Context: an optimization exercise on an open-source flow, tuned for small area, a short achievable clock period and few clock cycles. The choices shown serve that exercise and are no tape-out recipe.
Function was checked by simulation only, so behaviour that the tests miss may differ from the original.
No activity file was given, so power comes from the tool's default toggle rates.

Setup of run A:
## FemtoRV32
module FemtoRV32(
   input         clk,
   output [31:0] mem_addr,   
   output [31:0] mem_wdata,  
   output [3:0]  mem_wmask,  
   input  [31:0] mem_rdata,  
   output        mem_rstrb,  
   input         mem_rbusy,  
   input         mem_wbusy,  
   input         reset       
);
   wire stall = mem_rbusy | mem_wbusy;
   function [32:0] fast_add(input [31:0] a, input [31:0] b, input cin);
      reg [31:0] g, p, G, P;
      integer lvl, i;
      begin
         g = a & b;
         p = a ^ b;
         G = g;
         P = p;
         G[0] = g[0] | (p[0] & cin);
         for (lvl = 0; lvl < 5; lvl = lvl + 1)
            for (i = 0; i < 32; i = i + 1)
               if (i[lvl]) begin
                  G[i] = G[i] | (P[i] & G[((i >> lvl) << lvl) - 1]);
                  P[i] = P[i] & P[((i >> lvl) << lvl) - 1];
               end
         fast_add = {G[31], p ^ {G[30:0], cin}};
      end
   endfunction
   reg [31:0] B_addr;
   reg [31:0] B_wdata;
   reg [3:0]  B_wmask;
   reg        B_rd;          
   reg        B_fetch;       
   reg        pend;          
   reg        D_valid;       
   reg [31:0] PC_D;          
   reg        E_valid;
   reg [31:0] E_rs1;         
   reg [31:0] E_op2;         
   reg [31:0] E_aux;         
   reg [4:0]  E_rd;
   reg [4:0]  E_rs1id;       
   reg [4:0]  E_rs2id;
   reg [2:0]  E_f3;
   reg        E_wr;          
   reg        E_isLoad, E_isStore, E_isBranch, E_isJALR, E_pred;
   reg        E_sub, E_arith;
   reg        E_selAdd, E_selSlt, E_selSltu, E_selXor, E_selOr, E_selAnd;
   reg        E_selShift, E_selAux, E_selCyc, E_selImm;
   reg        M_valid;       
   reg        M_isLoad;
   reg        M_wr;
   reg [4:0]  M_rd;
   reg [2:0]  M_f3;
   reg [1:0]  M_a;
   reg        W_valid;       
   reg        W_wr;
   reg [4:0]  W_rd;
   reg [2:0]  W_f3;
   reg [1:0]  W_a;
   reg [31:0] cycles;
   assign mem_addr  = B_addr;
   assign mem_wdata = B_wdata;
   assign mem_wmask = stall ? 4'b0000 : B_wmask;
   assign mem_rstrb = B_rd & !stall;
   reg [31:0] registerFile [1:31];
   wire        rf_we;
   wire [4:0]  rf_wa;
   wire [31:0] rf_wd;
   always @(posedge clk) begin
      if (rf_we)
  ...
Size: ~5800 cells after synthesis, about 1300 flip-flops, roughly 110 I/O pins, about 68000 sq um of cells after synthesis.
==> flow/config.mk <==
export PLATFORM = sky130hd
export DESIGN_NAME = FemtoRV32
export DESIGN_NICKNAME = FemtoRV32
export VERILOG_FILES = /design/flow/design.v
export SDC_FILE = /design/flow/constraint.sdc
export NUM_CORES = 4
export LEC_CHECK = 0
export CAP_MARGIN = 30
export CORE_MARGIN = 2
export CORE_UTILIZATION = 30
export CTS_BUF_LIST = sky130_fd_sc_hd__clkbuf_4 sky130_fd_sc_hd__clkbuf_8
export CTS_CLUSTER_SIZE = 20
export PLACE_DENSITY = 0.45
export SETUP_SLACK_MARGIN = 5
export SLEW_MARGIN = 30
==> flow/constraint.sdc <==
create_clock -name core_clock -period 10.0 [get_ports {clk}]
set_input_delay 2.0000 -clock core_clock [delete_from_list [all_inputs] [get_ports {clk}]]
set_output_delay 2.0000 -clock core_clock [all_outputs]
set_load 0.01 [all_outputs]
run.sh (not shown) runs the stock make flow with config.mk's settings and CLKGATE_MAP_FILE= SYNTH_SCRIPT=/design/flow/synth_recipe.tcl, a recipe that flattens the netlist after the stock synthesis.
Testbench counts of run A, summed over its fixed seeds: cycles 90,074.
Input-level comparison between run B and run A:
- PLACE_DENSITY: 0.45 -> 0.6
- CORE_UTILIZATION: 30 -> 40
- CTS_BUF_LIST: sky130_fd_sc_hd__clkbuf_4 sky130_fd_sc_hd__clkbuf_8 -> sky130_fd_sc_hd__clkbuf_8
- CTS_CLUSTER_SIZE: 20 -> 25
[summary]
Taking run A as the reference, in run B net total in the final layout down 21, final worst-path setup slack climbed 0.040 ns. For run B, the launch point of the critical path was mem_rdata[20], unlike run A, where it was mem_rdata[15]. Compared with run A, in run B met3 wirelength from detailed routing grew by about 16%, number of buffers inserted during clock tree synthesis dropped about 4%, top fanout value on the critical path +2.
Changes in run C relative to run B:
- CORE_UTILIZATION changed from 40 to 30
- PLACE_DENSITY changed from 0.6 to 0.45
==> results.txt <==
- Result: PASS for each of run B and run C
- Delta (run C minus run B): global placement routability congestion shows a reduction of 1.2%; share of the clock period used by the worst path after layout moved down; routed metal-1 wirelength moved up; chip height picked up an extra about 15%; met3 wire length now smaller.
- NOTE: power in run C exceeds that of run B
- Summary of run C over run B: global-route usage -7.0 points, via count fell 525.


Another version of the RTL of FemtoRV32 (not shown whole).
For scale: roughly 6200 cells after synthesis, roughly 1300 flip-flops, ~69000 um^2 of cells after synthesis.
Design FemtoRV32, start of the top module:
module FemtoRV32(
   input         clk,
   output [31:0] mem_addr,   
   output [31:0] mem_wdata,  
   output [3:0]  mem_wmask,  
   input  [31:0] mem_rdata,  
   output        mem_rstrb,  
   input         mem_rbusy,  
   input         mem_wbusy,  
   input         reset       
);
make LEC_CHECK=0 CAP_MARGIN=30 CORE_MARGIN=2 CORE_UTILIZATION=30 PLACE_DENSITY=0.45 SETUP_SLACK_MARGIN=5 SLEW_MARGIN=30 finish   # period 10.0 ns
Testbench counts at the start, summed over its fixed seeds: cycles 90,074.
Next try:
Settings changed: CTS_BUF_LIST set to sky130_fd_sc_hd__clkbuf_8, CTS_CLUSTER_SIZE set to 25.
Design area goes down by 1.1%.
Hold slack barely changes.
Die area stays the same.
Via count is higher by about 0.75%.
Next try:
Settings changed: CORE_UTILIZATION 30 to 40, CTS_BUF_LIST sky130_fd_sc_hd__clkbuf_8 to unset, CTS_CLUSTER_SIZE 25 to unset, PLACE_DENSITY 0.45 to 0.6.
Result: Global-route usage increases by 6.8 points; core utilization came out higher by 11 points; hold slack is worse by 0.0055 ns; clock power rises by 11%.

[re-timing with driven ports]
In the flow no input, the clock included, has a driving cell. The finished layouts below were timed again as built, in two steps. Step 1, drivers: a clkbuf_16 drives clk and a buf_2 each remaining input, both assumed. Step 2 adds t to the input delays and takes it off the output delays; t is the mean of the earliest and latest rising clock arrival at the registers after step 1. Input paths then give back, and output paths get back, about the clock's delay inside the block. Three values: ideal, step 1, step 2; two values: the first two.
run	t, ns	setup slack, ns	hold WS [ns]	worst setup path at the end	worst data-port slew with drivers (ns)
run A	1.108	4.761 / 4.823 / 3.715	0.420 / 0.420 / 0.420	input to register	0.05
run B	1.061	4.802 / 4.853 / 3.792	0.426 / 0.426 / 0.426	input to register	0.04
run C	1.111	4.822 / 4.822 / 3.811	0.424 / 0.424 / 0.424	input to register	0.06
the first run of note 2	0.918	4.775 / 4.838 / 3.920	0.423 / 0.423 / 0.423	input to register	0.09
the second run of note 2	1.128	4.778 / 4.838 / 3.718	0.426 / 0.426 / 0.426	input to register	0.09
the third run of note 2	0.894	4.845 / 4.879 / 3.992	0.420 / 0.420 / 0.420	input to register	0.04
After both steps every run listed still meets setup and hold. For the second run of note 2, which loses most, drivers alone change the setup slack by +0.060 ns; drivers and shift together by -1.060 ns.
